This design comes from an exercise in tuning for a short achievable clock period and few clock cycles on the open sky130 flow, not from production work. At most, simulation tests tie the RTL to the original design; equivalence was not proved. No activity file was given, so power comes from the tool's default toggle rates.

==> job 7658 <==
## riscv_core
module riscv_core (
    input  clock,
    input  reset,
    output [31:0] bus_address,
    input  [31:0] bus_read_data,
    output [31:0] bus_write_data,
    output [3:0]  bus_byte_enable,
    output        bus_read_enable,
    output        bus_write_enable,
    input  [31:0] inst,
    output [31:0] pc
);
Settings: LEC_CHECK=0, ABC_CLOCK_PERIOD_IN_PS=2500, CAP_MARGIN=40, CORE_MARGIN=2, CORE_UTILIZATION=40, PLACE_DENSITY=0.5, SETUP_SLACK_MARGIN=5, SLEW_MARGIN=40; clock period 9.0 ns.
standard.sh (not shown) runs the stock make flow with config.mk's settings and CLKGATE_MAP_FILE= SYNTH_SCRIPT=/design/flow/synth_recipe.tcl, a recipe that flattens the netlist after the stock synthesis.
==> flow/flow/run.sh <==
#!/bin/bash
# Standard layout, with timing repair aimed well below the 9 ns clock.
set -euo pipefail
bash standard.sh SETUP_SLACK_MARGIN=5.5 finish > standard_flow.log 2>&1
==> job 3144: changes against job 7658 <==
--- a/flow/design.v
+++ b/flow/design.v
@@ -100,13 +100,12 @@
     logic        lb_b   [0:31];   
     logic        lb_a   [0:31];   
     logic        lb_ai  [0:31];   
     logic        lb_nj  [0:31];   
     logic        lb_j   [0:31];   
     logic        lb_bq  [0:31];   
-    logic        lb_pm  [0:31];   
     logic [31:0] lb_inst[0:31];
     logic        valid_d;
     logic        fused_d;     
     logic        fused2_d;    
     logic        pair_d;      
     logic        bne_d;       
@@ -114,12 +113,13 @@
     logic [4:0]  rs3_d;
     logic [31:2] bpc_d;       
     logic [31:0] bimm_d;      
     logic        stall_r;     
     logic [31:0] inst_d;
     logic [31:0] oh1_d, oh2_d;    
+    logic [31:0] oh1h_d, oh2h_d;  
     logic [31:2] pc_d, pc4_d;
     logic        pt_d;        
     logic [1:0]  ctr_d;       
     logic [31:2] ptgt_d;      
     logic        valid_x;
     logic [31:0] opa_x, opb_x;    
@@ -193,51 +193,32 @@
     assign nidx_f = {idx_f[30:0], idx_f[31]};
     always_comb begin
         lb_e = 32'b0;
         for (int i = 0; i < 32; i++)
             lb_e = lb_e | ({32{nidx_f[i]}} & lb_inst[i]);
     end
-    logic in_region_f, fz_f, fuse_f;
-    logic [30:0] fz;
-    logic [30:0] lbh;
+    logic [30:0] fz, fz2, fz3;
+    logic        in_region_f, fz_f, fz2_f, fz3_f, fuse_f, fuse2_f, fuse3_f;
     logic        lbt_f, t_f;
     always_comb begin
-        for (int i = 0; i < 31; i++) begin
-            lbh[i] = lb_v[i] & lb_v[i + 1] & (lb_t[i] == lb_t[i + 1]);
-            fz[i]  = lbh[i] & lb_b[i] & lb_a[i + 1];
-        end
         fz_f  = 1'b0;
+        fz2_f = 1'b0;
+        fz3_f = 1'b0;
         lbt_f = 1'b0;
         for (int i = 0; i < 31; i++) begin
             fz_f  = fz_f  | (idx_f[i] & fz[i]);
+            fz2_f = fz2_f | (idx_f[i] & fz2[i]);
+            fz3_f = fz3_f | (idx_f[i] & fz3[i]);
             lbt_f = lbt_f | (idx_f[i] & lb_t[i]);
         end
     end
     assign in_region_f = pc_f[31:8] == lb_region;
     assign t_f         = in_region_f && lbt_f == pc_f[7];
     assign fuse_f      = fz_f && t_f && !f_taken;
-    logic fz2_f, fuse2_f;
-    logic [30:0] fz2;
-    always_comb begin
-        for (int i = 0; i < 31; i++)
-            fz2[i] = lbh[i] & lb_ai[i] & lb_bq[i + 1] & lb_pm[i + 1];
-        fz2_f = 1'b0;
-        for (int i = 0; i < 31; i++)
-            fz2_f = fz2_f | (idx_f[i] & fz2[i]);
-    end
-    assign fuse2_f = fz2_f && t_f;
-    logic fz3_f, fuse3_f;
-    logic [30:0] fz3;
-    always_comb begin
-        for (int i = 0; i < 31; i++)
-            fz3[i] = lbh[i] & lb_nj[i] & lb_j[i + 1];
-        fz3_f = 1'b0;
-        for (int i = 0; i < 31; i++)
-            fz3_f = fz3_f | (idx_f[i] & fz3[i]);
-    end
-    assign fuse3_f = fz3_f && t_f;
+    assign fuse2_f     = fz2_f && t_f;
+    assign fuse3_f     = fz3_f && t_f;
     logic [4:0]  rs3_f;
     logic        bne_f;
     logic [31:2] bpc_f;
     logic [31:0] bimm_f;
     assign rs3_f  = inst[19:15];
     assign bne_f  = fuse2_f ? lb_e[12] : inst[12];
@@ -300,14 +281,14 @@
     logic        rz3_d;
     always_comb begin
         rf1_d = 32'b0;
         rf2_d = 32'b0;
         rz3_d = 1'b0;
         for (int i = 1; i < 32; i++) begin
-            rf1_d = rf1_d | ({32{oh1_d[i]}} & regs[i]);
-            rf2_d = rf2_d | ({32{oh2_d[i]}} & regs[i]);
+            rf1_d = rf1_d | ({{16{oh1h_d[i]}}, {16{oh1_d[i]}}} & regs[i]);
+            rf2_d = rf2_d | ({{16{oh2h_d[i]}}, {16{oh2_d[i]}}} & regs[i]);
             rz3_d = rz3_d | (oh3_d[i] & rz[i]);
         end
     end
     logic hx1, hx2, hx3, hm1, hm2, hm3, wrx_x;
     assign hx1 = wrx_x && rd_x == rs1_d;
     assign hx2 = wrx_x && rd_x == rs2_d;
@@ -495,12 +476,14 @@
             oh3_d    <= onehot5(rs3_f) & 32'hFFFFFFFE;
             rs3_d    <= rs3_f;
             bpc_d    <= bpc_f;
             bimm_d   <= bimm_f;
             oh1_d  <= oh1_f;
             oh2_d  <= oh2_f;
+            oh1h_d <= oh1_f & {32{uses1_f}};
+            oh2h_d <= oh2_f & {32{uses2_f | is_store_f}};
             pc_d   <= pc_f;
             pc4_d  <= fuse2_f || fuse3_f ? pc8_f : pc4_f;
             pt_d   <= f_taken;
             ctr_d  <= f_ctr;
             ptgt_d <= f_tgt;
             is_lui_d    <= is_lui_f;
@@ -641,21 +624,37 @@
         end else if (!in_region_f) begin
             lb_region <= pc_f[31:8];
             for (int i = 0; i < 32; i++) lb_v[i] <= 1'b0;
         end else begin
             for (int i = 0; i < 32; i++) if (idx_f[i]) lb_v[i] <= 1'b1;
         end
-    always_ff @(posedge clock)
-        for (int i = 0; i < 32; i++)
-            if (idx_f[i]) begin
-                lb_pm[i] <= (lb_inst[(i + 31) % 32][11:7] == inst[19:15] && inst[24:20] == 5'd0) ||
-                            (lb_inst[(i + 31) % 32][11:7] == inst[24:20] && inst[19:15] == 5'd0);
-            end else if (idx_f[(i + 31) % 32]) begin
-                lb_pm[i] <= (inst[11:7] == lb_inst[i][19:15] && lb_inst[i][24:20] == 5'd0) ||
-                            (inst[11:7] == lb_inst[i][24:20] && lb_inst[i][19:15] == 5'd0);
-            end
+    always_ff @(posedge clock or posedge reset)
+        if (reset) begin
+            fz  <= 31'b0;
+            fz2 <= 31'b0;
+            fz3 <= 31'b0;
+        end else if (!in_region_f) begin
+            fz  <= 31'b0;
+            fz2 <= 31'b0;
+            fz3 <= 31'b0;
+        end else begin
+            for (int i = 0; i < 31; i++)
+                if (idx_f[i]) begin
+                    fz[i]  <= lb_v[i + 1] && lb_t[i + 1] == pc_f[7] && sfbz_m && lb_a[i + 1];
+                    fz2[i] <= lb_v[i + 1] && lb_t[i + 1] == pc_f[7] && addi_m && lb_bq[i + 1] &&
+                              ((inst[11:7] == lb_inst[i + 1][19:15] && lb_inst[i + 1][24:20] == 5'd0) ||
+                               (inst[11:7] == lb_inst[i + 1][24:20] && lb_inst[i + 1][19:15] == 5'd0));
+                    fz3[i] <= lb_v[i + 1] && lb_t[i + 1] == pc_f[7] && nj_m && lb_j[i + 1];
+                end else if (idx_f[i + 1]) begin
+                    fz[i]  <= lb_v[i] && lb_t[i] == pc_f[7] && lb_b[i] && alu_m;
+                    fz2[i] <= lb_v[i] && lb_t[i] == pc_f[7] && lb_ai[i] && bq_m &&
+                              ((lb_inst[i][11:7] == inst[19:15] && inst[24:20] == 5'd0) ||
+                               (lb_inst[i][11:7] == inst[24:20] && inst[19:15] == 5'd0));
+                    fz3[i] <= lb_v[i] && lb_t[i] == pc_f[7] && lb_nj[i] && j_m;
+                end
+        end
     always_ff @(posedge clock)
         for (int i = 0; i < 32; i++)
             if (idx_f[i]) begin
                 lb_inst[i] <= inst;
                 lb_t[i]    <= pc_f[7];
                 lb_b[i]    <= sfbz_m;
==> flow/flow/run.sh (replaced) <==
#!/bin/bash
# Standard layout, with timing repair aimed well below the 9 ns clock.
set -euo pipefail
bash standard.sh SETUP_SLACK_MARGIN=6.5 finish > standard_flow.log 2>&1
==> job 3813: changes against job 7658 <==
--- a/flow/design.v
+++ b/flow/design.v
@@ -114,12 +114,13 @@
     logic [4:0]  rs3_d;
     logic [31:2] bpc_d;       
     logic [31:0] bimm_d;      
     logic        stall_r;     
     logic [31:0] inst_d;
     logic [31:0] oh1_d, oh2_d;    
+    logic [31:0] oh1h_d, oh2h_d;  
     logic [31:2] pc_d, pc4_d;
     logic        pt_d;        
     logic [1:0]  ctr_d;       
     logic [31:2] ptgt_d;      
     logic        valid_x;
     logic [31:0] opa_x, opb_x;    
@@ -300,14 +301,14 @@
     logic        rz3_d;
     always_comb begin
         rf1_d = 32'b0;
         rf2_d = 32'b0;
         rz3_d = 1'b0;
         for (int i = 1; i < 32; i++) begin
-            rf1_d = rf1_d | ({32{oh1_d[i]}} & regs[i]);
-            rf2_d = rf2_d | ({32{oh2_d[i]}} & regs[i]);
+            rf1_d = rf1_d | ({{16{oh1h_d[i]}}, {16{oh1_d[i]}}} & regs[i]);
+            rf2_d = rf2_d | ({{16{oh2h_d[i]}}, {16{oh2_d[i]}}} & regs[i]);
             rz3_d = rz3_d | (oh3_d[i] & rz[i]);
         end
     end
     logic hx1, hx2, hx3, hm1, hm2, hm3, wrx_x;
     assign hx1 = wrx_x && rd_x == rs1_d;
     assign hx2 = wrx_x && rd_x == rs2_d;
@@ -495,12 +496,14 @@
             oh3_d    <= onehot5(rs3_f) & 32'hFFFFFFFE;
             rs3_d    <= rs3_f;
             bpc_d    <= bpc_f;
             bimm_d   <= bimm_f;
             oh1_d  <= oh1_f;
             oh2_d  <= oh2_f;
+            oh1h_d <= oh1_f & {32{uses1_f}};
+            oh2h_d <= oh2_f & {32{uses2_f | is_store_f}};
             pc_d   <= pc_f;
             pc4_d  <= fuse2_f || fuse3_f ? pc8_f : pc4_f;
             pt_d   <= f_taken;
             ctr_d  <= f_ctr;
             ptgt_d <= f_tgt;
             is_lui_d    <= is_lui_f;
==> flow/flow/run.sh (replaced) <==
#!/bin/bash
# Standard layout, with timing repair aimed well below the 9 ns clock.
set -euo pipefail
bash standard.sh SETUP_SLACK_MARGIN=6.5 finish > standard_flow.log 2>&1
- CORE_UTILIZATION: 40 -> 45
==> qor summary <==
                                                                                 job 3144             job 7658               job 3813
Result of the run                                        no timing/DRC/antenna violations  no timing/DRC/antenna violations  no timing/DRC/antenna violations
End point of the critical path                                       pc_f[16]$_DFFE_PP0P_    opa_x[30]$_DFF_P_  idx_f[15]$_DFFE_PP0P_
Post-layout instance area                                                      0.2386 mm2           0.2057 mm2             0.2291 mm2
Adder and majority cell fraction of the synthesized area                           2.036%               2.105%                 2.076%
Cell area power density                                                      310.6 mW/mm2         247.8 mW/mm2           280.3 mW/mm2
Total iterations of the first detailed-routing run                                     13                   10                     14
Number of clock-tree buffers in the layout                                            581                  563                    560
Signal buffers                                                                       2409                 1248                   2155
Int Pwr                                                                          45520 uW             34970 uW               41290 uW
Fraction of synthesis flops using an asynchronous set or reset pin                 7.091%               4.921%                 4.844%
Number of vias per cell                                                             6.819                6.743                  7.031
R2R depth                                                                              18                   10                     12
Post-synthesis mux area share                                                      3.172%               3.473%                 3.345%
Worst Hold Slack                                                                 324.9 ps             326.9 ps               331.0 ps
Die outline area                                                               0.4427 mm2           0.4280 mm2             0.3861 mm2
Power of the clock network                                                       17900 uW             17500 uW               17900 uW
Row cnt                                                                               242                  238                    226
Crit path from                                                      idx_f[20]$_DFFE_PP0P_  oh1_d[12]$_DFFE_PN_     lb_t[11]$_DFFE_PP_
Endpoint of the worst register-to-register path                      pc_f[16]$_DFFE_PP0P_    opa_x[30]$_DFF_P_  idx_f[15]$_DFFE_PP0P_
Part of the power in combinational logic                                            41.4%                21.1%                  34.4%
Number of antenna violations at the first check in global routing                      50                   63                     43
Testbench counts of job 7658, summed over its fixed seeds: cycles 116,679.
Testbench counts of job 3144, summed over its fixed seeds: cycles 116,679.
Testbench counts of job 3813, summed over its fixed seeds: cycles 116,679.


==> v10 <==
riscv_core, a different RTL version from the one above (not shown whole).
## riscv_core
module riscv_core (
    input  clock,
    input  reset,
    output [31:0] bus_address,
    input  [31:0] bus_read_data,
    output [31:0] bus_write_data,
    output [3:0]  bus_byte_enable,
    output        bus_read_enable,
    output        bus_write_enable,
    input  [31:0] inst,
    output [31:0] pc
);
export LEC_CHECK = 0
export ABC_CLOCK_PERIOD_IN_PS = 2500
export CAP_MARGIN = 20
export CORE_MARGIN = 2
export CORE_UTILIZATION = 40
export SETUP_SLACK_MARGIN = 5
export SLEW_MARGIN = 20
create_clock -name core_clock -period 9.0 [get_ports {clock}]
==> flow/flow/run.sh <==
#!/bin/bash
# Standard layout, with timing repair aimed well below the 9 ns clock.
set -euo pipefail
bash standard.sh SETUP_SLACK_MARGIN=6.5 finish > standard_flow.log 2>&1
==> v7: changes against v10 <==
==> flow/design.v (replaced) <==
module riscv_core (
    input  clock,
    input  reset,
    output [31:0] bus_address,
    input  [31:0] bus_read_data,
    output [31:0] bus_write_data,
    output [3:0]  bus_byte_enable,
    output        bus_read_enable,
    output        bus_write_enable,
    input  [31:0] inst,
    output [31:0] pc
);
    localparam [29:0] RESET_PC = 30'h00100000;  
    logic [31:2] pc_f;
    logic        btb_valid [0:31];
    logic [8:0]  btb_tag   [0:31];
    logic [31:2] btb_tgt   [0:31];
    logic [1:0]  btb_ctr   [0:31];
    logic        valid_d;
    logic        stall_r;     
    logic [31:0] inst_d;
    logic [31:0] oh1_d, oh2_d;    
    logic [31:2] pc_d, pc4_d;
    logic        pt_d;        
    logic        ph_d;        
    logic [1:0]  ctr_d;       
    logic [31:2] ptgt_d;      
    logic        valid_x;
    logic [31:0] opa_x, opb_x, sd_x, rs1v_x, imm_x;
    logic        fa_m_x, fa_w_x, fb_m_x, fb_w_x, fs_l_x, fs_m_x, fs_w_x, fj_m_x, fj_w_x;
    logic        emis_x;      
    logic [31:2] etgt_x;
    logic [31:2] pc_x, pc4_x, pcimm_x, ptgt_x;
    logic        pt_x, ph_x;
    logic [1:0]  ctr_x;
    logic        is_branch_x, is_jal_x, is_jalr_x, is_load_x, is_store_x, is_sfb_x;
    logic        wr_x;
    logic [4:0]  rd_x;
    logic [2:0]  f3_x;
    logic        op_add_x, op_sll_x, op_sr_x, op_sra_x, op_slt_x, op_sltu_x, sub_x;
    logic [3:0]  lut_x;       
    logic        c_eq_x, c_ne_x, c_lt_x, c_ge_x, c_ltu_x, c_geu_x;
    logic [31:0] res_m;
    logic        wr_m;
    logic [4:0]  rd_m;
    logic        re_m, we_m;
    logic [31:0] wdata_m;
    logic [3:0]  be_m;
    logic [2:0]  f3_m;
    logic        mis_m;       
    logic [31:2] tgt_m;
    logic [31:0] res_w;
    logic [31:0] regs [1:31];
    logic        upd_v;
    logic [4:0]  upd_idx;
    logic [8:0]  upd_tag;
    logic [31:2] upd_tgt;
    logic [1:0]  upd_ctr;
    assign pc = {pc_f, 2'b00};
    logic [4:0]  f_idx;
    logic        f_hit, f_taken;
    logic [31:2] f_tgt;
    logic [1:0]  f_ctr;
    logic [31:2] pc4_f;
    assign f_idx   = pc_f[6:2];
    assign f_hit   = btb_valid[f_idx] && btb_tag[f_idx] == pc_f[15:7];
    assign f_ctr   = btb_ctr[f_idx];
    assign f_taken = f_hit && f_ctr[1];
    assign f_tgt   = btb_tgt[f_idx];
    assign pc4_f   = pc_f + 30'd1;
    logic [6:0] opcode_f;
    logic [4:0] rs1_f, rs2_f;
    logic       uses1_f, uses2_f;
    logic [31:0] oh1_f, oh2_f;
    assign opcode_f = inst[6:0];
    assign rs1_f    = inst[19:15];
    assign rs2_f    = inst[24:20];
    assign uses1_f  = opcode_f == 7'b1100111 || opcode_f == 7'b1100011 ||
                      opcode_f == 7'b0000011 || opcode_f == 7'b0100011 ||
                      opcode_f == 7'b0010011 || opcode_f == 7'b0110011;
    assign uses2_f  = opcode_f == 7'b1100011 || opcode_f == 7'b0110011;
    always_comb begin
        for (int i = 0; i < 32; i++) begin
            oh1_f[i] = i != 0 && rs1_f == i;
            oh2_f[i] = i != 0 && rs2_f == i;
        end
    end
    logic [6:0] opcode_d;
    logic [4:0] rd_d, rs1_d, rs2_d;
    logic [2:0] f3_d;
    logic       f7b5_d;
    assign opcode_d = inst_d[6:0];
    assign rd_d     = inst_d[11:7];
    assign f3_d     = inst_d[14:12];
    assign rs1_d    = inst_d[19:15];
    assign rs2_d    = inst_d[24:20];
    assign f7b5_d   = inst_d[30];
    logic is_lui_d, is_auipc_d, is_jal_d, is_jalr_d, is_branch_d, is_load_d;
    logic is_store_d, is_opimm_d, is_op_d, is_alu_d;
    assign is_lui_d    = opcode_d == 7'b0110111;
    assign is_auipc_d  = opcode_d == 7'b0010111;
    assign is_jal_d    = opcode_d == 7'b1101111;
    assign is_jalr_d   = opcode_d == 7'b1100111;
    assign is_branch_d = opcode_d == 7'b1100011;
    assign is_load_d   = opcode_d == 7'b0000011;
    assign is_store_d  = opcode_d == 7'b0100011;
    assign is_opimm_d  = opcode_d == 7'b0010011;
    assign is_op_d     = opcode_d == 7'b0110011;
    assign is_alu_d    = is_op_d | is_opimm_d;
    logic writes_d;
    assign writes_d = (is_lui_d | is_auipc_d | is_jal_d | is_jalr_d | is_load_d | is_alu_d)
                      && rd_d != 5'd0;
    logic is_sfb_d;
    assign is_sfb_d = is_branch_d && inst_d[31:25] == 7'b0 && inst_d[11:7] == 5'b01000;
    logic [31:0] imm_d;
    always_comb begin
        if (is_store_d)
            imm_d = {{21{inst_d[31]}}, inst_d[30:25], inst_d[11:7]};
        else if (is_branch_d)
            imm_d = {{20{inst_d[31]}}, inst_d[7], inst_d[30:25], inst_d[11:8], 1'b0};
        else if (is_lui_d | is_auipc_d)
            imm_d = {inst_d[31:12], 12'b0};
        else if (is_jal_d)
            imm_d = {{12{inst_d[31]}}, inst_d[19:12], inst_d[20], inst_d[30:21], 1'b0};
        else
            imm_d = {{21{inst_d[31]}}, inst_d[30:20]};
    end
    logic [31:2] pcimm_d;
    assign pcimm_d = pc_d + imm_d[31:2];
    logic emis_d;
    assign emis_d = is_jal_d ? !(pt_d && ptgt_d == pcimm_d) :
                    pt_d && !(is_branch_d || is_jalr_d);
    logic [31:0] rf1_d, rf2_d;
    always_comb begin
        rf1_d = 32'b0;
        rf2_d = 32'b0;
        for (int i = 1; i < 32; i++) begin
            rf1_d = rf1_d | ({32{oh1_d[i]}} & regs[i]);
            rf2_d = rf2_d | ({32{oh2_d[i]}} & regs[i]);
        end
    end
    logic hx1, hx2, hm1, hm2;
    assign hx1 = valid_x && wr_x && rd_x == rs1_d;
    assign hx2 = valid_x && wr_x && rd_x == rs2_d;
    assign hm1 = wr_m && rd_m == rs1_d;
    assign hm2 = wr_m && rd_m == rs2_d;
    logic a_rs1_d, b_rs2_d, link_d;
    assign a_rs1_d = is_branch_d | is_load_d | is_store_d | is_alu_d;
    assign b_rs2_d = is_branch_d | is_op_d;
    assign link_d  = is_jal_d | is_jalr_d;
    logic [31:0] a_x, b_x, s_x, j_x;
    assign a_x = fa_m_x ? res_m : fa_w_x ? res_w : opa_x;
    assign b_x = fb_m_x ? res_m : fb_w_x ? res_w : opb_x;
    logic [31:0] ld_m;
    assign s_x = fs_l_x ? ld_m : fs_m_x ? res_m : fs_w_x ? res_w : sd_x;
    assign j_x = fj_m_x ? res_m : fj_w_x ? res_w : rs1v_x;
    logic [32:0] sum33_x;
    logic [31:0] sum_x;
    assign sum33_x = {a_x, 1'b1} + {b_x ^ {32{sub_x}}, sub_x};
    assign sum_x   = sum33_x[32:1];
    logic eq_x, ltu_x, lt_x;
    assign eq_x  = a_x == b_x;
    assign ltu_x = a_x < b_x;
    assign lt_x  = (a_x[31] ^ b_x[31]) ? a_x[31] : ltu_x;
    logic [31:0] sll_x, sr_x;
    logic [63:0] sr64_x;
    assign sll_x  = a_x << b_x[4:0];
    assign sr64_x = {{32{op_sra_x & a_x[31]}}, a_x} >> b_x[4:0];
    assign sr_x   = sr64_x[31:0];
    logic [31:0] lg_x;
    assign lg_x = ({32{lut_x[3]}} &  a_x &  b_x) | ({32{lut_x[2]}} &  a_x & ~b_x)
                | ({32{lut_x[1]}} & ~a_x &  b_x) | ({32{lut_x[0]}} & ~a_x & ~b_x);
    logic [31:0] result_x;
    assign result_x = ({32{op_add_x}} & sum_x)
                    | ({32{op_sll_x}} & sll_x)
                    | ({32{op_sr_x}}  & sr_x)
                    | lg_x
                    | {31'b0, (op_slt_x & lt_x) | (op_sltu_x & ltu_x)};
    logic cond_x;
    assign cond_x = (c_eq_x & eq_x) | (c_ne_x & ~eq_x) | (c_lt_x & lt_x) | (c_ge_x & ~lt_x)
                  | (c_ltu_x & ltu_x) | (c_geu_x & ~ltu_x);
    logic [31:0] jt_x;
    assign jt_x = j_x + imm_x;
    logic redirect_m;
    logic tgt_ok_x, sfb_ok_x, bmis_x, jmis_x, redirect_x, kill_d;
    assign tgt_ok_x   = ptgt_x == pcimm_x;
    assign sfb_ok_x   = is_sfb_x && valid_d && !pt_d;
    assign bmis_x     = is_branch_x && !sfb_ok_x && (cond_x ? !(pt_x && tgt_ok_x) : pt_x);
    assign jmis_x     = is_jalr_x && !(pt_x && ptgt_x == jt_x[31:2]);
    assign redirect_x = valid_x && !redirect_m && emis_x;
    assign kill_d     = valid_x && !redirect_m && sfb_ok_x && cond_x;
    assign redirect_m = mis_m;
    assign bus_address      = res_m;
    assign bus_read_enable  = re_m;
    assign bus_write_enable = we_m;
    assign bus_write_data   = wdata_m;
    assign bus_byte_enable  = be_m;
    logic [31:0] ld_sh_m, mres_m;
    assign ld_sh_m = bus_read_data >> {res_m[1:0], 3'b000};
    always_comb
        case (f3_m[1:0])
            2'b00:   ld_m = {{24{~f3_m[2] & ld_sh_m[7]}}, ld_sh_m[7:0]};
            2'b01:   ld_m = {{16{~f3_m[2] & ld_sh_m[15]}}, ld_sh_m[15:0]};
            default: ld_m = bus_read_data;
        endcase
    assign mres_m = re_m ? ld_m : res_m;
    logic stall_next;
    assign stall_next = !stall_r && valid_d && is_load_d && writes_d &&
                        !redirect_m && !redirect_x && !kill_d &&
                        ((uses1_f && rs1_f == rd_d) || (uses2_f && rs2_f == rd_d));
    always_ff @(posedge clock or posedge reset)
        if (reset)
            pc_f <= RESET_PC;
        else if (redirect_m)
            pc_f <= tgt_m;
        else if (redirect_x)
            pc_f <= etgt_x;
        else if (!stall_r)
            pc_f <= f_taken ? f_tgt : pc4_f;
    always_ff @(posedge clock or posedge reset)
        if (reset) begin
            valid_d <= 1'b0;
            stall_r <= 1'b0;
            valid_x <= 1'b0;
            re_m    <= 1'b0;
            we_m    <= 1'b0;
            wr_m    <= 1'b0;
            mis_m   <= 1'b0;
            upd_v   <= 1'b0;
        end else begin
            if (redirect_m || redirect_x)
                valid_d <= 1'b0;
            else if (!stall_r)
                valid_d <= 1'b1;
            stall_r <= stall_next;
            valid_x <= valid_d && !stall_r && !redirect_m && !redirect_x && !kill_d;
            re_m    <= valid_x && !redirect_m && is_load_x;
            we_m    <= valid_x && !redirect_m && is_store_x;
            wr_m    <= valid_x && !redirect_m && wr_x;
            mis_m   <= valid_x && !redirect_m && (bmis_x || jmis_x);
            upd_v   <= valid_x && !redirect_m && !is_sfb_x &&
                       (is_jal_x || (is_branch_x && (cond_x || ph_x)) || jmis_x);
        end
    always_ff @(posedge clock)
        if (!stall_r) begin
            inst_d <= inst;
            oh1_d  <= oh1_f;
            oh2_d  <= oh2_f;
            pc_d   <= pc_f;
            pc4_d  <= pc4_f;
            pt_d   <= f_taken;
            ph_d   <= f_hit;
            ctr_d  <= f_ctr;
            ptgt_d <= f_tgt;
        end
    always_ff @(posedge clock) begin
        opa_x   <= is_lui_d ? 32'b0 : is_auipc_d ? {pc_d, 2'b00} : link_d ? {pc4_d, 2'b00} : rf1_d;
        opb_x   <= b_rs2_d ? rf2_d : link_d ? 32'b0 : imm_d;
        sd_x    <= rf2_d;
        rs1v_x  <= rf1_d;
        imm_x   <= imm_d;
        fa_m_x  <= a_rs1_d && hx1;
        fa_w_x  <= a_rs1_d && !hx1 && hm1;
        fb_m_x  <= b_rs2_d && hx2;
        fb_w_x  <= b_rs2_d && !hx2 && hm2;
        fs_l_x  <= hx2 && is_load_x;
        fs_m_x  <= hx2 && !is_load_x;
        fs_w_x  <= !hx2 && hm2;
        emis_x  <= emis_d;
        etgt_x  <= is_jal_d ? pcimm_d : pc4_d;
        fj_m_x  <= hx1;
        fj_w_x  <= !hx1 && hm1;
        pc_x    <= pc_d;
        pc4_x   <= pc4_d;
        pcimm_x <= pcimm_d;
        pt_x    <= pt_d;
        ph_x    <= ph_d;
        ctr_x   <= ctr_d;
        ptgt_x  <= ptgt_d;
        is_branch_x <= is_branch_d;
        is_jal_x    <= is_jal_d;
        is_jalr_x   <= is_jalr_d;
        is_load_x   <= is_load_d;
        is_store_x  <= is_store_d;
        is_sfb_x    <= is_sfb_d && !pt_d;
        wr_x    <= writes_d;
        rd_x    <= rd_d;
        f3_x    <= f3_d;
        sub_x     <= is_op_d && f3_d == 3'b000 && f7b5_d;
        op_add_x  <= !is_alu_d || f3_d == 3'b000;
        op_sll_x  <= is_alu_d && f3_d == 3'b001;
        op_slt_x  <= is_alu_d && f3_d == 3'b010;
        op_sltu_x <= is_alu_d && f3_d == 3'b011;
        op_sr_x   <= is_alu_d && f3_d == 3'b101;
        op_sra_x  <= f7b5_d;
        lut_x[3]  <= is_alu_d && (f3_d == 3'b110 || f3_d == 3'b111);
        lut_x[2]  <= is_alu_d && (f3_d == 3'b100 || f3_d == 3'b110);
        lut_x[1]  <= is_alu_d && (f3_d == 3'b100 || f3_d == 3'b110);
        lut_x[0]  <= 1'b0;
        c_eq_x  <= f3_d == 3'b000;
        c_ne_x  <= f3_d == 3'b001;
        c_lt_x  <= f3_d == 3'b100;
        c_ge_x  <= f3_d == 3'b101;
        c_ltu_x <= f3_d == 3'b110;
        c_geu_x <= f3_d == 3'b111;
    end
    always_ff @(posedge clock) begin
        res_m  <= result_x;
        rd_m   <= rd_x;
        f3_m   <= f3_x;
        tgt_m  <= is_jalr_x ? jt_x[31:2] : cond_x ? pcimm_x : pc4_x;
        case (f3_x[1:0])
            2'b00:   wdata_m <= {4{s_x[7:0]}};
            2'b01:   wdata_m <= {2{s_x[15:0]}};
            default: wdata_m <= s_x;
        endcase
        case (f3_x[1:0])
            2'b00:   be_m <= 4'b0001 << sum_x[1:0];
            2'b01:   be_m <= sum_x[1] ? 4'b1100 : 4'b0011;
            default: be_m <= 4'b1111;
        endcase
    end
    always_ff @(posedge clock) begin
        res_w <= mres_m;
        if (wr_m)
            regs[rd_m] <= mres_m;
    end
    always_ff @(posedge clock) begin
            upd_idx <= pc_x[6:2];
            upd_tag <= pc_x[15:7];
            upd_tgt <= is_jalr_x ? jt_x[31:2] : pcimm_x;
            if (is_jal_x || is_jalr_x)
                upd_ctr <= 2'b11;
            else if (cond_x)
                upd_ctr <= !ph_x ? 2'b10 : (ctr_x == 2'b11 ? 2'b11 : ctr_x + 2'd1);
            else
                upd_ctr <= ctr_x == 2'b00 ? 2'b00 : ctr_x - 2'd1;
        end
    always_ff @(posedge clock or posedge reset)
        if (reset) begin
            for (int i = 0; i < 32; i++) btb_valid[i] <= 1'b0;
        end else if (upd_v) begin
            btb_valid[upd_idx] <= 1'b1;
        end
    always_ff @(posedge clock)
        if (upd_v) begin
            btb_tag[upd_idx] <= upd_tag;
            btb_tgt[upd_idx] <= upd_tgt;
            btb_ctr[upd_idx] <= upd_ctr;
        end
endmodule
==> v22: changes against v10 <==
--- a/flow/design.v
+++ b/flow/design.v
@@ -41,18 +41,16 @@
     logic [31:0] res_m;
     logic        wr_m;
     logic [4:0]  rd_m;
     logic        re_m, we_m;
     logic [31:0] wdata_m;
     logic [3:0]  be_m;
     logic [2:0]  f3_m;
     logic        mis_m;       
-    logic        jalr_m, tk_m;
-    logic [31:2] jt_m, pcimm_m, pc4_m;
     logic [31:2] tgt_m;
     logic [31:0] regs [1:31];
     logic        upd_v;
     logic [4:0]  upd_idx;
     logic [15:2] upd_tgt;
     logic [1:0]  upd_ctr;
     assign pc = {pc_f, 2'b00};
     logic [4:0]  f_idx;
@@ -198,17 +196,16 @@
     assign sfb_ok_x   = is_sfb_x && valid_d && !pt_d;
     assign bmis_x     = is_branch_x && !sfb_ok_x && (cond_x ? !(pt_x && tgt_ok_x) : pt_x);
     assign jmis_x     = is_jalr_x && !(pt_x && jok_x);
     assign emis_x     = is_jal_x ? !(pt_x && tgt_ok_x) : pt_x && !is_branch_x && !is_jalr_x;
     assign etgt_x     = is_jal_x ? pcimm_x : pc4_x;
     assign redirect_x = valid_x && !redirect_m && emis_x;
     assign kill_d     = valid_x && !redirect_m && sfb_ok_x && cond_x;
     assign redirect_m = mis_m;
-    assign tgt_m      = jalr_m ? jt_m : tk_m ? pcimm_m : pc4_m;
     assign bus_address      = res_m;
     assign bus_read_enable  = re_m;
     assign bus_write_enable = we_m;
     assign bus_write_data   = wdata_m;
     assign bus_byte_enable  = be_m;
     logic [31:0] ld_sh_m;
     assign ld_sh_m = bus_read_data >> {res_m[1:0], 3'b000};
     always_comb
@@ -309,21 +306,17 @@
         c_ge_x  <= f3_d == 3'b101;
         c_ltu_x <= f3_d == 3'b110;
         c_geu_x <= f3_d == 3'b111;
     end
     always_ff @(posedge clock) begin
         res_m  <= result_x;
         rd_m   <= rd_x;
         f3_m   <= f3_x;
-        jalr_m  <= is_jalr_x;
-        tk_m    <= cond_x;
-        jt_m    <= jt_x[31:2];
-        pcimm_m <= pcimm_x;
-        pc4_m   <= pc4_x;
+        tgt_m  <= is_jalr_x ? jt_x[31:2] : cond_x ? pcimm_x : pc4_x;
         case (f3_x[1:0])
             2'b00:   wdata_m <= {4{s_x[7:0]}};
             2'b01:   wdata_m <= {2{s_x[15:0]}};
             default: wdata_m <= s_x;
         endcase
         case (f3_x[1:0])
             2'b00:   be_m <= 4'b0001 << sum_x[1:0];
             2'b01:   be_m <= sum_x[1] ? 4'b1100 : 4'b0011;
==> notes <==
Between v10 and v7, the lower sequential power is in v10 (gap about 28%, measured against v7).
The lowest worst hold slack belongs to v7, the highest to v22.
Sequential share of layout area: v22 is lower than v7 (3.5 points).
Combinational power: v10 < v22 < v7.
Die area: v22 < v10 < v7.
Between v10 and v7, the lower via count is in v10 (gap about 20%, measured against v7).
Maximum frequency, highest first: v22, v10, v7.
The highest count of clock-buffer cells in the layout belongs to v7, the lowest to v22.
The highest critical path depth belongs to v10, the lowest to v22.
Testbench counts of v22, summed over its fixed seeds: cycles 138,391.
Function not checked in v10 and v7: the RTL went through the layout flow alone.

-- what the ideal ports hide --
The flow's constraints put no driver on any port. The routed layouts listed below were extracted and timed again, unchanged, in two steps.
Step 1, drivers: a clkbuf_16 drives clock and a buf_2 each remaining input, both assumed.
Step 2, shift: input delay + t, output delay - t, t = (earliest + latest rising clock arrival at the registers) / 2. This alone moves slack from input paths to output paths.
a / b / c = ideal ports / drivers / drivers and shift; a / b = the first two.
run | t (ns) | setup slack, ns | worst hold slack (ns) | latest minus earliest clock arrival (ns) | worst data-port slew with drivers (ns)
job 7658 | 1.134 | 5.216 / 5.216 / 4.413 | 0.327 / 0.327 / 0.327 | 0.066 / 0.067 | 0.30
job 3144 | 1.128 | 5.046 / 5.046 / 4.383 | 0.325 / 0.325 / 0.325 | 0.078 / 0.078 | 0.39
job 3813 | 1.151 | 5.222 / 5.222 / 4.543 | 0.331 / 0.331 / 0.331 | 0.051 / 0.051 | 0.26
v10 | 0.955 | 5.262 / 5.262 / 4.706 | 0.331 / 0.331 / 0.331 | 0.085 / 0.085 | 0.21
v7 | 1.035 | 4.546 / 4.546 / 4.546 | 0.315 / 0.315 / 0.315 | 0.134 / 0.134 | 0.07
v22 | 0.948 | 5.377 / 5.377 / 4.706 | 0.339 / 0.339 / 0.339 | 0.125 / 0.125 | 0.16
After both steps setup and hold are still met in every run listed. The setup slack of job 7658, which loses most, moves by 0.000 ns with the drivers and by -0.803 ns with both steps.
